This design comes from an exercise in tuning for small area, a short achievable clock period and few clock cycles per item on the open sky130 flow, not from production work. RTL that was checked went through simulation tests only; none was proved equivalent to the original. Power and IR drop assume default switching activity.

## run a
==> flow/design.v <==
`timescale 1ns / 1ps
module bin2BCD(
    input           clk,
    input           rst,
    input           en,
    input   [11:0]  bin_d_in,
    output  [15:0]  bcd_d_out,
    output          rdy
    );
    function [3:0] add3;
        input [3:0] d;
        reg o3;
        begin
            o3 = d[3] | (d[2] & (d[1] | d[0]));
            add3[3] = o3;
            add3[2] = (d[2] & ~d[1] & ~d[0]) | (d[3] & d[0]);
            add3[1] = (d[3] & ~d[0]) | (d[1] & ~d[2]) | (d[1] & d[0]);
            add3[0] = d[0] ^ o3;
        end
    endfunction
    function [27:0] step;
        input [27:0] x;
        begin
            step = {add3(x[27:24]), add3(x[23:20]), add3(x[19:16]), add3(x[15:12]), x[11:0]} << 1;
        end
    endfunction
    reg  [27:0] s1, s2;
    reg  [22:9] mid;
    reg         result_rdy;
    integer i;
    always @(*) begin
        s1 = {16'b0, bin_d_in};
        for (i = 0; i < 9; i = i + 1)
            s1 = step(s1);
    end
    always @(posedge clk) begin
        mid        <= s1[22:9];
        result_rdy <= en & ~rst;
    end
    always @(*) begin
        s2 = 28'b0;
        s2[22:9] = mid;
        for (i = 9; i < 12; i = i + 1)
            s2 = step(s2);
    end
    assign bcd_d_out = s2[27:12];
    assign rdy       = result_rdy;
endmodule
Settings: LEC_CHECK=0, ABC_AREA=1, CAP_MARGIN=20, CORE_MARGIN=2, CORE_UTILIZATION=40, SLEW_MARGIN=20; clock period 5.0 ns.
standard.sh (not shown) runs the stock make flow with config.mk's settings and CLKGATE_MAP_FILE= SYNTH_SCRIPT=/design/flow/synth_recipe.tcl, a recipe that flattens the netlist after the stock synthesis.
==> flow/flow/run.sh <==
#!/bin/bash
# Standard ORFS layout, with the smallest buffer (buf_1) as the port buffer.
set -euo pipefail
export BUFFER_PORTS_ARGS="-buffer_cell sky130_fd_sc_hd__buf_1"
bash standard.sh finish > flow_make.log 2>&1
Input-level comparison between run b and run a:
==> flow/design.v <==
`timescale 1ns / 1ps
module bin2BCD(
    input           clk,
    input           rst,
    input           en,
    input   [11:0]  bin_d_in,
    output  [15:0]  bcd_d_out,
    output          rdy
    );
    function [3:0] step;
        input [2:0] r;
        input       b;
        reg q;
        begin
            q = r[2] | (r[1] & (r[0] | b));
            step[3] = q;
            step[2] = (r[1] & ~r[0] & ~b) | (r[2] & b);
            step[1] = (r[2] & ~b) | (r[0] & ~r[1]) | (r[0] & b);
            step[0] = b ^ q;
        end
    endfunction
    function [2:0] bin3;
        input [2:0] r;
        bin3 = r;
    endfunction
    reg  [10:0] q0;
    reg  [2:0]  r0;
    integer i;
    always @(*) begin
        r0 = 3'b000;
        for (i = 10; i >= 0; i = i - 1)
            {q0[i], r0} = step(r0, bin_d_in[i + 1]);
    end
    reg  [8:0]  q0_q;     
    reg  [3:0]  units;
    reg         result_rdy;
    always @(posedge clk) begin
        q0_q       <= q0[8:0];
        units      <= {bin3(r0), bin_d_in[0]};
        result_rdy <= en & ~rst;
    end
    reg  [7:0]  q1;       
    reg  [2:0]  r1;
    reg  [4:0]  q2;       
    reg  [2:0]  r2;
    always @(*) begin
        r1 = 3'b000;
        for (i = 7; i >= 0; i = i - 1)
            {q1[i], r1} = step(r1, q0_q[i + 1]);
        r2 = 3'b000;
        for (i = 4; i >= 0; i = i - 1)
            {q2[i], r2} = step(r2, q1[i + 1]);
    end
    assign bcd_d_out = {1'b0, q2[2:0], bin3(r2), q1[0], bin3(r1), q0_q[0], units};
    assign rdy       = result_rdy;
endmodule
==> run summary <==
Every stage of the flow completed for run b, and the final layout passed the timing, design-rule and antenna checks.
Changes observed in run b relative to run a: minimum clock period after layout higher, met3 global-route usage went down 0.65 points, cell area rose 2.0%.
As far as non-clock buffer count goes, run a and run b are indistinguishable; the numbers are identical.
Run a ended up with bcd_d_out[1] as its end point of the critical path; run b ended up with bcd_d_out[5].
The lower final period utilization of run a and run b is in run a.
Run b ends up with a cell area reported after detailed placement that is about 1.5% higher than in run a.
Delta(logic gate share of total power, run b - run a) > 0
Of run a and run b, the lower all-layer global routing usage belongs to run a.
Across both runs, fraction of area in multi-input gates was higher for run b than for run a.
For the per-cell via count in the routed design, run b came in about 2% higher than run a did.
Delta (run b minus run a): share of synthesized area occupied by flip-flops and latches decreased by 1.9 points relative to the old numbers; total number of vias went up about 2%; hold slack grew by 0.0067 ns.
No run of this note included a check of the RTL's function; only the layout flow was run.

* * *

## south
bin2BCD, a different RTL version from the one above (not shown whole).
Size in the first run: roughly 210 cells after synthesis, about 0.0013 mm^2 of cells after synthesis.
==> module bin2BCD, before the edit <==
module bin2BCD(
    input           clk,
    input           rst,
    input           en,
    input   [11:0]  bin_d_in,
    output  [15:0]  bcd_d_out,
    output          rdy
    );
    function [3:0] add3;
        input [3:0] d;
        reg o3;
        begin
            o3 = d[3] | (d[2] & (d[1] | d[0]));
            add3[3] = o3;
            add3[2] = (d[2] & ~d[1] & ~d[0]) | (d[3] & d[0]);
            add3[1] = (d[3] & ~d[0]) | (d[1] & ~d[2]) | (d[1] & d[0]);
            add3[0] = d[0] ^ o3;
        end
    endfunction
    function [27:0] step;
        input [27:0] x;
        begin
            step = {add3(x[27:24]), add3(x[23:20]), add3(x[19:16]), add3(x[15:12]), x[11:0]} << 1;
        end
    endfunction
    reg  [27:0] s1, s2;
    reg  [25:11] mid;
    reg         result_rdy;
    integer i;
    always @(*) begin
        s1 = {16'b0, bin_d_in};
        for (i = 0; i < 11; i = i + 1)
            s1 = step(s1);
    end
    always @(posedge clk) begin
        mid        <= s1[25:11];
        result_rdy <= en & ~rst;
    end
    always @(*) begin
        s2 = 28'b0;
        s2[25:11] = mid;
        for (i = 11; i < 12; i = i + 1)
            s2 = step(s2);
    end
    assign bcd_d_out = s2[27:12];
    assign rdy       = result_rdy;
endmodule
clock: 5.0 ns
lec_check: 0
abc_area: 1
cap_margin: 20
core_margin: 2
core_utilization: 40
slew_margin: 20
Scripts as last shown in full above: flow/flow/run.sh
Modified inputs, east compared to south
==> flow/design.v <==
`timescale 1ns / 1ps
module bin2BCD(
    input           clk,
    input           rst,
    input           en,
    input   [11:0]  bin_d_in,
    output  [15:0]  bcd_d_out,
    output          rdy
    );
    function [5:0] step;
        input [4:0] r;
        input       b;
        begin
            step[5] = r[4] | r[3] | (r[2] & b);
            step[0] = b ? r[2] : r[0];
            step[1] = b ? r[0] : r[3];
            step[2] = b ? r[3] : r[1];
            step[3] = b ? r[1] : r[4];
            step[4] = b ? r[4] : r[2];
        end
    endfunction
    function [2:0] bin3;
        input [4:0] r;
        bin3 = {r[4], r[3] | r[2], r[3] | r[1]};
    endfunction
    reg  [10:0] q0;
    reg  [4:0]  r0;
    integer i;
    always @(*) begin
        r0 = 5'b00001;
        for (i = 10; i >= 0; i = i - 1)
            {q0[i], r0} = step(r0, bin_d_in[i + 1]);
    end
    reg  [8:0]  q0_q;     
    reg  [3:0]  units;
    reg         result_rdy;
    always @(posedge clk) begin
        q0_q       <= q0[8:0];
        units      <= {bin3(r0), bin_d_in[0]};
        result_rdy <= en & ~rst;
    end
    reg  [7:0]  q1;       
    reg  [4:0]  r1;
    reg  [4:0]  q2;       
    reg  [4:0]  r2;
    always @(*) begin
        r1 = 5'b00001;
        for (i = 7; i >= 0; i = i - 1)
            {q1[i], r1} = step(r1, q0_q[i + 1]);
        r2 = 5'b00001;
        for (i = 4; i >= 0; i = i - 1)
            {q2[i], r2} = step(r2, q1[i + 1]);
    end
    assign bcd_d_out = {1'b0, q2[2:0], bin3(r2), q1[0], bin3(r1), q0_q[0], units};
    assign rdy       = result_rdy;
endmodule
[summary]
Compared with south, in east die footprint went up by 17%, first-pass GRT wire length went up by about 70%, global-route usage went up by 4.5 points, clock power went up by 32%. Side by side, setup slack turned out higher in east than in south. south ended up with bin_d_in[9] as its worst setup path startpoint; east ended up with q0_q[8]. The share of the final layout cell area in multi-input gates of east is higher than that of south. south → east: global-route track usage on met2 moved up; synthesized cell count now larger. Pin count of the biggest net entering global routing sits higher in east than in south. east vs. south: internal cell power shows a reduction of 15%; total wire length after detailed routing saw an increase; worst supply voltage drop on vdd down about 20%; total number of cells along the worst setup path decreased 17.
No functional check of the RTL was part of any run of this note.

* * *

RTL: one of the versions met above, not the one the previous note started from.
For scale: ~210 cells after synthesis, ~32 I/O pins, roughly 0.0012 sq mm of cells after synthesis.
==> module bin2BCD, before the edit <==
module bin2BCD(
    input           clk,
    input           rst,
    input           en,
    input   [11:0]  bin_d_in,
    output  [15:0]  bcd_d_out,
    output          rdy
    );
    function [3:0] step;
        input [2:0] r;
        input       b;
        reg q;
        begin
            q = r[2] | (r[1] & (r[0] | b));
            step[3] = q;
            step[2] = (r[1] & ~r[0] & ~b) | (r[2] & b);
            step[1] = (r[2] & ~b) | (r[0] & ~r[1]) | (r[0] & b);
            step[0] = b ^ q;
        end
    endfunction
    function [2:0] bin3;
        input [2:0] r;
        bin3 = r;
    endfunction
    reg  [10:0] q0;
    reg  [2:0]  r0;
    integer i;
    always @(*) begin
        r0 = 3'b000;
        for (i = 10; i >= 0; i = i - 1)
            {q0[i], r0} = step(r0, bin_d_in[i + 1]);
    end
    reg  [8:0]  q0_q;     
    reg  [3:0]  units;
    reg         result_rdy;
    always @(posedge clk) begin
        q0_q       <= q0[8:0];
        units      <= {bin3(r0), bin_d_in[0]};
        result_rdy <= en & ~rst;
    end
    reg  [7:0]  q1;       
    reg  [2:0]  r1;
    reg  [4:0]  q2;       
    reg  [2:0]  r2;
    always @(*) begin
        r1 = 3'b000;
        for (i = 7; i >= 0; i = i - 1)
            {q1[i], r1} = step(r1, q0_q[i + 1]);
        r2 = 3'b000;
        for (i = 4; i >= 0; i = i - 1)
            {q2[i], r2} = step(r2, q1[i + 1]);
    end
    assign bcd_d_out = {1'b0, q2[2:0], bin3(r2), q1[0], bin3(r1), q0_q[0], units};
    assign rdy       = result_rdy;
endmodule
Settings: LEC_CHECK=0, ABC_AREA=1, CAP_MARGIN=20, CORE_MARGIN=2, CORE_UTILIZATION=40, SLEW_MARGIN=20; clock period 5.0 ns.
==> flow/flow/run.sh <==
#!/bin/bash
# Standard ORFS layout with two changes: the port buffers are buf_1, and
# synthesis maps the logic with the ABC script in flow/abc_area.script (ORFS's area script without its buffering and sizing steps)
# (a copy of ORFS's scripts folder with only that file replaced).
set -euo pipefail
export BUFFER_PORTS_ARGS="-buffer_cell sky130_fd_sc_hd__buf_1"
rm -rf scripts_mod
cp -r "$FLOW_HOME/scripts" scripts_mod
cp flow/abc_area.script scripts_mod/abc_area.script
bash standard.sh SCRIPTS_DIR="$PWD/scripts_mod" synth > flow_synth.log 2>&1
bash standard.sh finish > flow_make.log 2>&1
==> flow/flow/abc_area.script <==
strash
dch
map -B 0.9
topo
Change:
==> flow/design.v (replaced) <==
`timescale 1ns / 1ps
module bin2BCD(
    input           clk,
    input           rst,
    input           en,
    input   [11:0]  bin_d_in,
    output  [15:0]  bcd_d_out,
    output          rdy
    );
    function [3:0] add3;
        input [3:0] d;
        reg o3;
        begin
            o3 = d[3] | (d[2] & (d[1] | d[0]));
            add3[3] = o3;
            add3[2] = (d[2] & ~d[1] & ~d[0]) | (d[3] & d[0]);
            add3[1] = (d[3] & ~d[0]) | (d[1] & ~d[2]) | (d[1] & d[0]);
            add3[0] = d[0] ^ o3;
        end
    endfunction
    function [27:0] step;
        input [27:0] x;
        begin
            step = {add3(x[27:24]), add3(x[23:20]), add3(x[19:16]), add3(x[15:12]), x[11:0]} << 1;
        end
    endfunction
    reg  [27:0] s1, s2;
    reg  [24:10] mid;
    reg         result_rdy;
    integer i;
    always @(*) begin
        s1 = {16'b0, bin_d_in};
        for (i = 0; i < 10; i = i + 1)
            s1 = step(s1);
    end
    always @(posedge clk) begin
        mid        <= s1[24:10];
        result_rdy <= en & ~rst;
    end
    always @(*) begin
        s2 = 28'b0;
        s2[24:10] = mid;
        for (i = 10; i < 12; i = i + 1)
            s2 = step(s2);
    end
    assign bcd_d_out = s2[27:12];
    assign rdy       = result_rdy;
endmodule
What happened: The new run completed without violations. Final area shrinks slightly. Routed wire length shrinks by a few percent. Die area goes up slightly. Via count rises slightly. Utilization fell by 0.99 points. Clock power climbs by a few percent.
Testbench counts after the change, summed over its fixed seeds: cycles 8,000, items 4,000.
Only the layout flow was run in the first run of this note; the RTL was not checked for function there.

* * *

== before ==
Another version of the RTL of bin2BCD (not shown whole).
For scale: about 220 cells after synthesis, roughly 15 flip-flops, ~32 I/O pins, ~1300 um^2 of cells after synthesis.
==> module bin2BCD, before the edit <==
module bin2BCD(
    input           clk,
    input           rst,
    input           en,
    input   [11:0]  bin_d_in,
    output  [15:0]  bcd_d_out,
    output          rdy
    );
    function [3:0] add3;
        input [3:0] d;
        reg o3;
        begin
            o3 = d[3] | (d[2] & (d[1] | d[0]));
            add3[3] = o3;
            add3[2] = (d[2] & ~d[1] & ~d[0]) | (d[3] & d[0]);
            add3[1] = (d[3] & ~d[0]) | (d[1] & ~d[2]) | (d[1] & d[0]);
            add3[0] = d[0] ^ o3;
        end
    endfunction
    function [27:0] step;
        input [27:0] x;
        begin
            step = {add3(x[27:24]), add3(x[23:20]), add3(x[19:16]), add3(x[15:12]), x[11:0]} << 1;
        end
    endfunction
    reg  [27:0] s1, s2;
    reg  [21:8] mid;
    reg         result_rdy;
    integer i;
    always @(*) begin
        s1 = {16'b0, bin_d_in};
        for (i = 0; i < 8; i = i + 1)
            s1 = step(s1);
    end
    always @(posedge clk) begin
        mid        <= s1[21:8];
        result_rdy <= en & ~rst;
    end
    always @(*) begin
        s2 = 28'b0;
        s2[21:8] = mid;
        for (i = 8; i < 12; i = i + 1)
            s2 = step(s2);
    end
    assign bcd_d_out = s2[27:12];
    assign rdy       = result_rdy;
endmodule
Settings: LEC_CHECK=0, ABC_AREA=1, CAP_MARGIN=20, CORE_MARGIN=2, CORE_UTILIZATION=40, SLEW_MARGIN=20; clock period 5.0 ns.
run.sh (not shown) runs the stock make flow with config.mk's settings and CLKGATE_MAP_FILE= SYNTH_SCRIPT=/design/flow/synth_recipe.tcl, a recipe that flattens the netlist after the stock synthesis.
Stock flow here: none of the scripts above is used.
### before -> after
-- flow/design.v --
<<< before, line 26
    endfunction
    reg  [27:0] s1, s2;
    reg  [21:8] mid;
    reg         result_rdy;
    integer i;
    always @(*) begin
        s1 = {16'b0, bin_d_in};
        for (i = 0; i < 8; i = i + 1)
            s1 = step(s1);
    end
    always @(posedge clk) begin
        mid        <= s1[21:8];
        result_rdy <= en & ~rst;
    end
    always @(*) begin
        s2 = 28'b0;
        s2[21:8] = mid;
        for (i = 8; i < 12; i = i + 1)
            s2 = step(s2);
    end
>>> after, line 26
    endfunction
    reg  [27:0] s1, s2;
    reg  [18:6] mid;
    reg         result_rdy;
    integer i;
    always @(*) begin
        s1 = {16'b0, bin_d_in};
        for (i = 0; i < 6; i = i + 1)
            s1 = step(s1);
    end
    always @(posedge clk) begin
        mid        <= s1[18:6];
        result_rdy <= en & ~rst;
    end
    always @(*) begin
        s2 = 28'b0;
        s2[18:6] = mid;
        for (i = 6; i < 12; i = i + 1)
            s2 = step(s2);
    end
## What came out
- Both conditions hold for after: the flow ran to the end and the final layout passed the timing, design-rule and antenna checks.
- Re final worst-path cycle share: after is 11 points up on before.
- Compared with before, after shows a lower mean routed wirelength per cell.
- | total power divided by cell area | higher: after |
- after vs before on effective utilization at floorplan: after is the lower one.
- As of after, net count reported at finish had risen slightly compared to before.
- Sort after and before by number of instances in the synthesized netlist desc -> top: after
- The utilization after layout in after sits 1.5 points below the value recorded for before.
- Higher post-synthesis cell area was reported by after, not before.
- Summary: worst vdd rail ir drop, after worse than before
- Layout cell share with drive strength beyond 1 (higher): after
Function was not checked in any run of this note: the RTL went through the layout flow alone.

* * *

== tundra ==
bin2BCD with an RTL version that a note above also has.
Size: ~210 cells after synthesis, about 32 I/O pins, about 1300 µm² of cells after synthesis.
export LEC_CHECK = 0
export ABC_AREA = 1
export CAP_MARGIN = 20
export CORE_MARGIN = 2
export CORE_UTILIZATION = 40
export SLEW_MARGIN = 20
create_clock -name core_clock -period 5.0 [get_ports {clk}]
> inputs changed (tundra -> willow)
-- flow/design.v --
<<< tundra, line 26
    endfunction
    reg  [27:0] s1, s2;
    reg  [25:11] mid;
    reg         result_rdy;
    integer i;
    always @(*) begin
        s1 = {16'b0, bin_d_in};
        for (i = 0; i < 11; i = i + 1)
            s1 = step(s1);
    end
    always @(posedge clk) begin
        mid        <= s1[25:11];
        result_rdy <= en & ~rst;
    end
    always @(*) begin
        s2 = 28'b0;
        s2[25:11] = mid;
        for (i = 11; i < 12; i = i + 1)
            s2 = step(s2);
    end
>>> willow, line 26
    endfunction
    reg  [27:0] s1, s2;
    reg  [26:12] mid;
    reg         result_rdy;
    integer i;
    always @(*) begin
        s1 = {16'b0, bin_d_in};
        for (i = 0; i < 12; i = i + 1)
            s1 = step(s1);
    end
    always @(posedge clk) begin
        mid        <= s1[26:12];
        result_rdy <= en & ~rst;
    end
    always @(*) begin
        s2 = 28'b0;
        s2[26:12] = mid;
        for (i = 12; i < 12; i = i + 1)
            s2 = step(s2);
    end
The core of willow is less densely filled than that of tundra.
Post-layout worst setup margin, willow and tundra, higher one = tundra.
Delta (willow minus tundra): routed wire length on met3 shows a reduction of 30%; final cell area excluding filler cells moved up.
Cell count ended up 12 higher on willow than on tundra.
Diff tundra -> willow: wire length of the first global-routing pass went down 320 µm, fraction of power consumed by sequential logic lower.
No functional check of the RTL was part of any run of this note.

what the ideal ports hide:
No port has a modelled driver above. Below, the same layouts with a new extraction and two added sets of constraints. Step 1, drivers: a clkbuf_16 drives clk and a buf_2 each remaining input, both assumed. Step 2 times the ports against the registers' clock, not the clock port: input delays grow and output delays shrink by t, the midpoint of the rising clock arrivals with the driver on. Three values: no drivers, after step 1, after step 2; two values: the first two.
| run | shift t [ns] | setup WS [ns] | pins driven straight from the clock port |
|---|---|---|---|
| run a | 0.286 | 1.660 / 1.640 / 1.927 | 1 |
| run b | 0.287 | 0.625 / 0.605 / 0.892 | 1 |
| south | 0.291 | 1.697 / 1.693 / 1.402 | 1 |
| east | 0.261 | 1.854 / 1.831 / 2.092 | 1 |
| the first run of note 3 | 0.300 | 0.565 / 0.543 / 0.727 | 1 |
| the second run of note 3 | 0.297 | 1.536 / 1.532 / 1.235 | 1 |
| before | 0.287 | 1.427 / 1.407 / 1.694 | 1 |
| after | 0.295 | 0.872 / 0.854 / 1.149 | 1 |
| tundra | 0.296 | 1.244 / 1.241 / 0.944 | 1 |
| willow | 0.288 | 0.910 / 0.909 / 0.621 | 1 |
After both steps setup and hold are still met in every run listed. For the second run of note 3, which loses most, drivers alone change the setup slack by -0.004 ns; drivers and shift together by -0.301 ns.
